What follows belongs to an exercise in optimizing a design on an open flow for small area, a short achievable clock period and few clock cycles per item; a production flow would make more cautious choices.
In this exercise RTL edits were held to simulation tests only and were not proved equivalent to the original.

Design des_enc, start of the top module:
module des_enc (
    input         clk,
    input         rst,
    input         in_valid,
    output        in_ready,
    input  [63:0] in_block,
    input  [63:0] in_key,
    output        out_valid,
    output [63:0] out_block
);
==> flow/config.mk <==
export PLATFORM = sky130hd
export DESIGN_NAME = des_enc
export DESIGN_NICKNAME = des_enc
export VERILOG_FILES = /design/flow/design.v
export SDC_FILE = /design/flow/constraint.sdc
export NUM_CORES = 8
export LEC_CHECK = 0
export CAP_MARGIN = 20
export CORE_MARGIN = 2
export CORE_UTILIZATION = 40
export CTS_CLUSTER_DIAMETER = 100
export CTS_CLUSTER_SIZE = 30
export SLEW_MARGIN = 20
==> flow/constraint.sdc <==
create_clock -name core_clock -period 50.0 [get_ports {clk}]
set_input_delay 10.0000 -clock core_clock [delete_from_list [all_inputs] [get_ports {clk}]]
set_output_delay 10.0000 -clock core_clock [all_outputs]
set_load 0.01 [all_outputs]
standard.sh (not shown) runs the stock make flow with config.mk's settings and CLKGATE_MAP_FILE= SYNTH_SCRIPT=/design/flow/synth_recipe.tcl, a recipe that flattens the netlist after the stock synthesis.
==> flow/flow/run.sh <==
#!/bin/bash
# Own flow: the standard layout (standard.sh), with the S-box modules replaced by
# pre-mapped gate-level netlists during synthesis (see swap.tcl).
set -euo pipefail
W=$(pwd)
export SYNTH_CANONICALIZE_TCL=$W/flow/swap.tcl
BUFFER_PORTS_ARGS="-buffer_cell sky130_fd_sc_hd__buf_1" bash standard.sh SETUP_SLACK_MARGIN=38.75 finish > $W/standard.log 2>&1 || { tail -50 $W/standard.log; exit 1; }
for f in $W/orfs/logs/*/*/*/*.log; do cp "$f" $W/ 2>/dev/null || true; done
tail -5 $W/standard.log
Other scripts of this flow, unchanged in this note and not shown: flow/flow/sbk_gates.v, flow/flow/swap.tcl
The starting point passed the timing, DRC and antenna checks.
Testbench counts at the start, summed over its fixed seeds: cycles 2,088, items 2,048.
Change:
==> flow/flow/run.sh (replaced) <==
#!/bin/bash
# Own flow: the standard layout (standard.sh), with the S-box modules replaced by
# pre-mapped gate-level netlists during synthesis (see swap.tcl).
set -euo pipefail
W=$(pwd)
export SYNTH_CANONICALIZE_TCL=$W/flow/swap.tcl
BUFFER_PORTS_ARGS="-buffer_cell sky130_fd_sc_hd__buf_1" bash standard.sh SETUP_SLACK_MARGIN=38.3 finish > $W/standard.log 2>&1 || { tail -50 $W/standard.log; exit 1; }
for f in $W/orfs/logs/*/*/*/*.log; do cp "$f" $W/ 2>/dev/null || true; done
tail -5 $W/standard.log
Effect:
- cell area drops by 1.6%
- maximum frequency drops by 1.8%
- wire length stays flat
- worst setup slack gets worse by 0.21 ns
- global-route usage hardly moves
- sequential share of layout area climbs by 0.23 points
- synthesized area does not change
Change:
==> flow/flow/run.sh (replaced) <==
#!/bin/bash
# Own flow: the standard layout (standard.sh), with the S-box modules replaced by
# pre-mapped gate-level netlists during synthesis (see swap.tcl).
set -euo pipefail
W=$(pwd)
export SYNTH_CANONICALIZE_TCL=$W/flow/swap.tcl
BUFFER_PORTS_ARGS="-buffer_cell sky130_fd_sc_hd__buf_1" bash standard.sh SETUP_SLACK_MARGIN=39 finish > $W/standard.log 2>&1 || { tail -50 $W/standard.log; exit 1; }
for f in $W/orfs/logs/*/*/*/*.log; do cp "$f" $W/ 2>/dev/null || true; done
tail -5 $W/standard.log
--- a/flow/config.mk
+++ b/flow/config.mk
@@ -10,4 +10,2 @@
 export CORE_UTILIZATION = 40
-export CTS_CLUSTER_DIAMETER = 100
-export CTS_CLUSTER_SIZE = 30
 export SLEW_MARGIN = 20
Effect: The changed run ran to the end with no violations; worst hold slack gets worse by 0.0087 ns; routed wire length is higher by 0.55%; final cell count is higher by about 0.7%; die area stays the same; global-route usage is higher by 0.32 points; clock skew is lower by 0.0046 ns; area after synthesis does not change.


des_enc again, from the RTL that the note above started with.
==> flow/config.mk <==
export PLATFORM = sky130hd
export DESIGN_NAME = des_enc
export DESIGN_NICKNAME = des_enc
export VERILOG_FILES = /design/flow/design.v
export SDC_FILE = /design/flow/constraint.sdc
export NUM_CORES = 8
export LEC_CHECK = 0
export CAP_MARGIN = 20
export CORE_MARGIN = 2
export CORE_UTILIZATION = 40
export SLEW_MARGIN = 20
==> flow/constraint.sdc <==
create_clock -name core_clock -period 50.0 [get_ports {clk}]
set_input_delay 10.0000 -clock core_clock [delete_from_list [all_inputs] [get_ports {clk}]]
set_output_delay 10.0000 -clock core_clock [all_outputs]
set_load 0.01 [all_outputs]
==> flow/flow/run.sh <==
#!/bin/bash
# Own flow: the standard layout (standard.sh), with the S-box modules replaced by
# pre-mapped gate-level netlists during synthesis (see swap.tcl).
set -euo pipefail
W=$(pwd)
export SYNTH_CANONICALIZE_TCL=$W/flow/swap.tcl
BUFFER_PORTS_ARGS="-buffer_cell sky130_fd_sc_hd__buf_1" bash standard.sh SETUP_SLACK_MARGIN=39 finish > $W/standard.log 2>&1 || { tail -50 $W/standard.log; exit 1; }
for f in $W/orfs/logs/*/*/*/*.log; do cp "$f" $W/ 2>/dev/null || true; done
tail -5 $W/standard.log
Other scripts of this flow, unchanged in this note and not shown: flow/flow/sbk_gates.v, flow/flow/swap.tcl
Testbench counts at the start, summed over its fixed seeds: cycles 2,088, items 2,048.
Next try:
==> flow/flow/run.sh (replaced) <==
#!/bin/bash
# Own flow: the standard layout (standard.sh), with the S-box modules replaced by
# pre-mapped gate-level netlists during synthesis (see swap.tcl).
set -euo pipefail
W=$(pwd)
export SYNTH_CANONICALIZE_TCL=$W/flow/swap.tcl
bash standard.sh SETUP_SLACK_MARGIN=39 finish > $W/standard.log 2>&1 || { tail -50 $W/standard.log; exit 1; }
for f in $W/orfs/logs/*/*/*/*.log; do cp "$f" $W/ 2>/dev/null || true; done
tail -5 $W/standard.log
--- a/flow/config.mk
+++ b/flow/config.mk
@@ -9,3 +9,4 @@
 export CORE_MARGIN = 2
-export CORE_UTILIZATION = 40
+export CORE_UTILIZATION = 65
+export PLACE_DENSITY = 0.75
 export SLEW_MARGIN = 20
What happened: Die area is lower by well over a third. Area after synthesis does not change.
Next try:
--- a/flow/config.mk
+++ b/flow/config.mk
@@ -9,4 +9,6 @@
 export CORE_MARGIN = 2
-export CORE_UTILIZATION = 65
-export PLACE_DENSITY = 0.75
+export CORE_UTILIZATION = 40
+export CTS_BUF_LIST = sky130_fd_sc_hd__clkbuf_8 sky130_fd_sc_hd__clkbuf_16
+export CTS_CLUSTER_DIAMETER = 60
+export CTS_CLUSTER_SIZE = 20
 export SLEW_MARGIN = 20
Die area grows by well over a third.
Clock skew hardly moves.
Wire length goes up by a few percent.
Clock-buffer cell count decreases by 11.
Register-to-register slack gains 200 ps.
Global-route usage shrinks by 17 points.
Critical path depth does not change.
Fmax stays flat.
Worst setup slack got worse by 22 ps.
Next try:
--- a/flow/flow/run.sh
+++ b/flow/flow/run.sh
@@ -6,3 +6,3 @@
 export SYNTH_CANONICALIZE_TCL=$W/flow/swap.tcl
-bash standard.sh SETUP_SLACK_MARGIN=39 finish > $W/standard.log 2>&1 || { tail -50 $W/standard.log; exit 1; }
+bash standard.sh finish > $W/standard.log 2>&1 || { tail -50 $W/standard.log; exit 1; }
 for f in $W/orfs/logs/*/*/*/*.log; do cp "$f" $W/ 2>/dev/null || true; done
--- a/flow/config.mk
+++ b/flow/config.mk
@@ -10,5 +10,2 @@
 export CORE_UTILIZATION = 40
-export CTS_BUF_LIST = sky130_fd_sc_hd__clkbuf_8 sky130_fd_sc_hd__clkbuf_16
-export CTS_CLUSTER_DIAMETER = 60
-export CTS_CLUSTER_SIZE = 20
 export SLEW_MARGIN = 20
=> The changed run passed the timing, DRC and antenna checks; synthesized area does not change; clock-buffer cell count goes up by 9; sequential share of layout area rises by 0.40 points.
Next try:
--- a/flow/flow/run.sh
+++ b/flow/flow/run.sh
@@ -6,3 +6,3 @@
 export SYNTH_CANONICALIZE_TCL=$W/flow/swap.tcl
-bash standard.sh finish > $W/standard.log 2>&1 || { tail -50 $W/standard.log; exit 1; }
+bash standard.sh SETUP_SLACK_MARGIN=39 finish > $W/standard.log 2>&1 || { tail -50 $W/standard.log; exit 1; }
 for f in $W/orfs/logs/*/*/*/*.log; do cp "$f" $W/ 2>/dev/null || true; done
Outcome: The changed run completed without violations; wire length rises by about 0.3%; final cell count stays flat; core utilization rises by 1.2 points; synthesized cell count does not change; register-to-register slack improves by 1500 ps; via count rises by about 0.6%; count of clock-buffer cells in the layout stays the same.


## the baseline
des_enc again, from the RTL that the note above started with.
clock: 50.0 ns
lec_check: 0
cap_margin: 20
core_margin: 2
core_utilization: 40
cts_cluster_diameter: 100
cts_cluster_size: 30
slew_margin: 20
==> flow/flow/run.sh <==
#!/bin/bash
# Own flow: the standard layout (standard.sh), with the S-box modules replaced by
# pre-mapped gate-level netlists during synthesis (see swap.tcl).
set -euo pipefail
W=$(pwd)
export SYNTH_CANONICALIZE_TCL=$W/flow/swap.tcl
BUFFER_PORTS_ARGS="-buffer_cell sky130_fd_sc_hd__buf_1" bash standard.sh SETUP_SLACK_MARGIN=38.75 finish > $W/standard.log 2>&1 || { tail -50 $W/standard.log; exit 1; }
for f in $W/orfs/logs/*/*/*/*.log; do cp "$f" $W/ 2>/dev/null || true; done
tail -5 $W/standard.log
Other scripts of this flow, unchanged in this note and not shown: flow/flow/sbk_gates.v, flow/flow/swap.tcl
The baseline: done, clean on timing, DRC and antenna
Testbench counts of the baseline, summed over its fixed seeds: cycles 2,088, items 2,048.
## Diff of input files: the candidate against the baseline
--- a/flow/flow/run.sh
+++ b/flow/flow/run.sh
@@ -7 +7 @@
-BUFFER_PORTS_ARGS="-buffer_cell sky130_fd_sc_hd__buf_1" bash standard.sh SETUP_SLACK_MARGIN=38.75 finish > $W/standard.log 2>&1 || { tail -50 $W/standard.log; exit 1; }
+BUFFER_PORTS_ARGS="-buffer_cell sky130_fd_sc_hd__buf_1" bash standard.sh SETUP_SLACK_MARGIN=39 finish > $W/standard.log 2>&1 || { tail -50 $W/standard.log; exit 1; }
--- outcome ---
Compared the candidate against the baseline; global-route wire length before repair within noise. Run comparison: the baseline cell with the largest stage delay on the worst path dfxtp_1; the candidate cell with the largest stage delay on the worst path dfxtp_2. out_block[35] as the end point of the critical path was reported by the baseline, and out_block[11] by the candidate. Summary of the candidate over the baseline: overall via count from detail_route neither gained nor lost much; average detailed-routed wire length per instance held.


des_enc again, from the RTL that the note above started with.
clock: 50.0 ns
lec_check: 0
cap_margin: 20
core_margin: 2
core_utilization: 40
cts_cluster_diameter: 100
cts_cluster_size: 30
place_density: 0.75
slew_margin: 20
==> flow/flow/run.sh <==
#!/bin/bash
# Own flow: the standard layout (standard.sh), with the S-box modules replaced by
# pre-mapped gate-level netlists during synthesis (see swap.tcl).
set -euo pipefail
W=$(pwd)
export SYNTH_CANONICALIZE_TCL=$W/flow/swap.tcl
BUFFER_PORTS_ARGS="-buffer_cell sky130_fd_sc_hd__buf_1" bash standard.sh SETUP_SLACK_MARGIN=38.75 finish > $W/standard.log 2>&1 || { tail -50 $W/standard.log; exit 1; }
for f in $W/orfs/logs/*/*/*/*.log; do cp "$f" $W/ 2>/dev/null || true; done
tail -5 $W/standard.log
Other scripts of this flow, unchanged in this note and not shown: flow/flow/sbk_gates.v, flow/flow/swap.tcl
The starting point completed without violations.
Testbench counts at the start, summed over its fixed seeds: cycles 2,088, items 2,048.
Next try:
- PLACE_DENSITY: 0.75 -> unset
The changed run passed the timing, DRC and antenna checks; via count goes down by 1.7%; worst setup slack degrades by 0.037 ns; design area grows by about 0.53%.
Next try:
- PLACE_DENSITY: unset -> 0.85
The new run passed the timing, DRC and antenna checks. Sequential share of layout area barely changes. Count of clock-buffer cells in the layout stays the same. Design area falls by 0.68%. Fmax hardly moves. Global-route usage falls by 2.7 points.


Starting RTL as in the previous note.
export LEC_CHECK = 0
export CAP_MARGIN = 20
export CORE_MARGIN = 2
export CORE_UTILIZATION = 40
export CTS_CLUSTER_DIAMETER = 100
export CTS_CLUSTER_SIZE = 30
export SLEW_MARGIN = 20
create_clock -name core_clock -period 50.0 [get_ports {clk}]
==> flow/flow/run.sh <==
#!/bin/bash
# Own flow: the standard layout (standard.sh), with the S-box modules replaced by
# pre-mapped gate-level netlists during synthesis (see swap.tcl).
set -euo pipefail
W=$(pwd)
export SYNTH_CANONICALIZE_TCL=$W/flow/swap.tcl
BUFFER_PORTS_ARGS="-buffer_cell sky130_fd_sc_hd__buf_1" bash standard.sh SETUP_SLACK_MARGIN=37.5 finish > $W/standard.log 2>&1 || { tail -50 $W/standard.log; exit 1; }
for f in $W/orfs/logs/*/*/*/*.log; do cp "$f" $W/ 2>/dev/null || true; done
tail -5 $W/standard.log
Other scripts of this flow, unchanged in this note and not shown: flow/flow/sbk_gates.v, flow/flow/swap.tcl
Testbench counts at the start, summed over its fixed seeds: cycles 2,088, items 2,048.
==> next run, changes <==
==> flow/flow/run.sh (replaced) <==
#!/bin/bash
# Own flow: the standard layout (standard.sh), with the S-box modules replaced by
# pre-mapped gate-level netlists during synthesis (see swap.tcl).
set -euo pipefail
W=$(pwd)
export SYNTH_CANONICALIZE_TCL=$W/flow/swap.tcl
BUFFER_PORTS_ARGS="-buffer_cell sky130_fd_sc_hd__buf_1" bash standard.sh SETUP_SLACK_MARGIN=39 finish > $W/standard.log 2>&1 || { tail -50 $W/standard.log; exit 1; }
for f in $W/orfs/logs/*/*/*/*.log; do cp "$f" $W/ 2>/dev/null || true; done
tail -5 $W/standard.log
=> Worst setup slack improved by 960 ps. Final cell count is about the same. Fmax rises by 8.6%. Register-to-register slack is better by 1400 ps. Synthesized area is unchanged. Synthesized cell count does not change. Hold slack gets better by 6.2 ps. Critical path depth goes down by 38. Global-route usage stays flat.
==> next run, changes <==
==> flow/flow/run.sh (replaced) <==
#!/bin/bash
# Own flow: the standard layout (standard.sh), with the S-box modules replaced by
# pre-mapped gate-level netlists during synthesis (see swap.tcl).
set -euo pipefail
W=$(pwd)
export SYNTH_CANONICALIZE_TCL=$W/flow/swap.tcl
BUFFER_PORTS_ARGS="-buffer_cell sky130_fd_sc_hd__buf_1" bash standard.sh SETUP_SLACK_MARGIN=39.3 finish > $W/standard.log 2>&1 || { tail -50 $W/standard.log; exit 1; }
for f in $W/orfs/logs/*/*/*/*.log; do cp "$f" $W/ 2>/dev/null || true; done
tail -5 $W/standard.log
First-iteration DRC count goes down by 3.6%.
Setup slack loses 3.2 ps.


des_enc again, from the RTL that the note above started with.
Settings: LEC_CHECK=0, CAP_MARGIN=20, CORE_MARGIN=2, CORE_UTILIZATION=40, CTS_CLUSTER_DIAMETER=100, CTS_CLUSTER_SIZE=30, SLEW_MARGIN=20; clock period 50.0 ns.
==> flow/flow/run.sh <==
#!/bin/bash
# Own flow: the standard layout (standard.sh), with the S-box modules replaced by
# pre-mapped gate-level netlists during synthesis (see swap.tcl).
set -euo pipefail
W=$(pwd)
export SYNTH_CANONICALIZE_TCL=$W/flow/swap.tcl
BUFFER_PORTS_ARGS="-buffer_cell sky130_fd_sc_hd__buf_1" bash standard.sh SETUP_SLACK_MARGIN=38.5 finish > $W/standard.log 2>&1 || { tail -50 $W/standard.log; exit 1; }
for f in $W/orfs/logs/*/*/*/*.log; do cp "$f" $W/ 2>/dev/null || true; done
tail -5 $W/standard.log
Other scripts of this flow, unchanged in this note and not shown: flow/flow/sbk_gates.v, flow/flow/swap.tcl
Testbench counts at the start, summed over its fixed seeds: cycles 2,088, items 2,048.
Then changed:
--- a/flow/flow/run.sh
+++ b/flow/flow/run.sh
@@ -7 +7 @@
-BUFFER_PORTS_ARGS="-buffer_cell sky130_fd_sc_hd__buf_1" bash standard.sh SETUP_SLACK_MARGIN=38.5 finish > $W/standard.log 2>&1 || { tail -50 $W/standard.log; exit 1; }
+BUFFER_PORTS_ARGS="-buffer_cell sky130_fd_sc_hd__buf_1" bash standard.sh SETUP_SLACK_MARGIN=38.75 finish > $W/standard.log 2>&1 || { tail -50 $W/standard.log; exit 1; }
What happened: Area after synthesis stays the same; fmax stays flat; routed wire length stays flat; first-iteration DRC count drops slightly; register-to-register slack improved by 0.28 ns; setup slack stays flat; design area climbs slightly; hold slack degrades by 0.0051 ns.

## afterwards: timing with drivers on the ports
The flow's constraints put no driver on any port. The routed layouts listed below were extracted and timed again, unchanged, in two steps.
Step 1 sets driving cells, clkbuf_16 on the clock port and buf_2 on the other inputs (assumed; they add their load-dependent delay and slew).
Step 2 also shifts input and output timing later by t, the mid clock arrival at the registers, as if the neighbouring blocks saw the same clock.
a / b / c = no drivers / after step 1 / after step 2; a / b = the first two.
| run | shift t [ns] | setup WS [ns] | worst hold slack (ns) | worst register clock-pin slew, ns | cell pins on the clock port's net |
|---|---|---|---|---|---|
| the first run of note 1 | 0.720 | 38.855 / 38.774 / 39.093 | 0.424 / 0.424 / 0.424 | 0.11 / 0.11 | 1 |
| the second run of note 1 | 0.719 | 38.645 / 38.645 / 38.645 | 0.430 / 0.430 / 0.430 | 0.11 / 0.11 | 1 |
| the third run of note 1 | 0.780 | 38.843 / 38.761 / 39.326 | 0.421 / 0.421 / 0.421 | 0.08 / 0.08 | 1 |
| the first run of note 2 | 0.784 | 38.862 / 38.779 / 39.421 | 0.436 / 0.436 / 0.436 | 0.07 / 0.07 | 1 |
| the second run of note 2 | 0.770 | 38.862 / 38.776 / 38.948 | 0.406 / 0.406 / 0.406 | 0.07 / 0.07 | 1 |
| the third run of note 2 | 0.775 | 38.840 / 38.761 / 39.147 | 0.441 / 0.441 / 0.441 | 0.08 / 0.08 | 1 |
| the fourth run of note 2 | 0.758 | 37.752 / 37.752 / 37.752 | 0.439 / 0.439 / 0.439 | 0.07 / 0.07 | 1 |
| the fifth run of note 2 | 0.758 | 38.874 / 38.786 / 39.270 | 0.440 / 0.440 / 0.440 | 0.07 / 0.07 | 1 |
| the baseline | 0.726 | 38.851 / 38.772 / 39.165 | 0.417 / 0.417 / 0.417 | 0.11 / 0.11 | 1 |
| the candidate | 0.728 | 38.893 / 38.815 / 39.479 | 0.411 / 0.411 / 0.411 | 0.11 / 0.11 | 1 |
| the first run of note 4 | 0.704 | 38.864 / 38.785 / 39.221 | 0.424 / 0.424 / 0.424 | 0.11 / 0.11 | 1 |
| the second run of note 4 | 0.735 | 38.827 / 38.746 / 39.227 | 0.422 / 0.422 / 0.422 | 0.11 / 0.11 | 1 |
| the third run of note 4 | 0.722 | 38.845 / 38.770 / 39.190 | 0.438 / 0.438 / 0.438 | 0.12 / 0.12 | 1 |
| the first run of note 5 | 0.718 | 37.936 / 37.936 / 37.936 | 0.433 / 0.433 / 0.433 | 0.11 / 0.11 | 1 |
| the second run of note 5 | 0.720 | 38.894 / 38.813 / 39.346 | 0.440 / 0.440 / 0.440 | 0.11 / 0.11 | 1 |
| the third run of note 5 | 0.720 | 38.890 / 38.814 / 39.429 | 0.440 / 0.440 / 0.440 | 0.11 / 0.11 | 1 |
| the first run of note 6 | 0.734 | 38.832 / 38.757 / 38.936 | 0.414 / 0.414 / 0.414 | 0.11 / 0.11 | 1 |
| the second run of note 6 | 0.735 | 38.835 / 38.758 / 39.215 | 0.409 / 0.409 / 0.409 | 0.11 / 0.11 | 1 |
After both steps setup and hold are still met in every run listed.
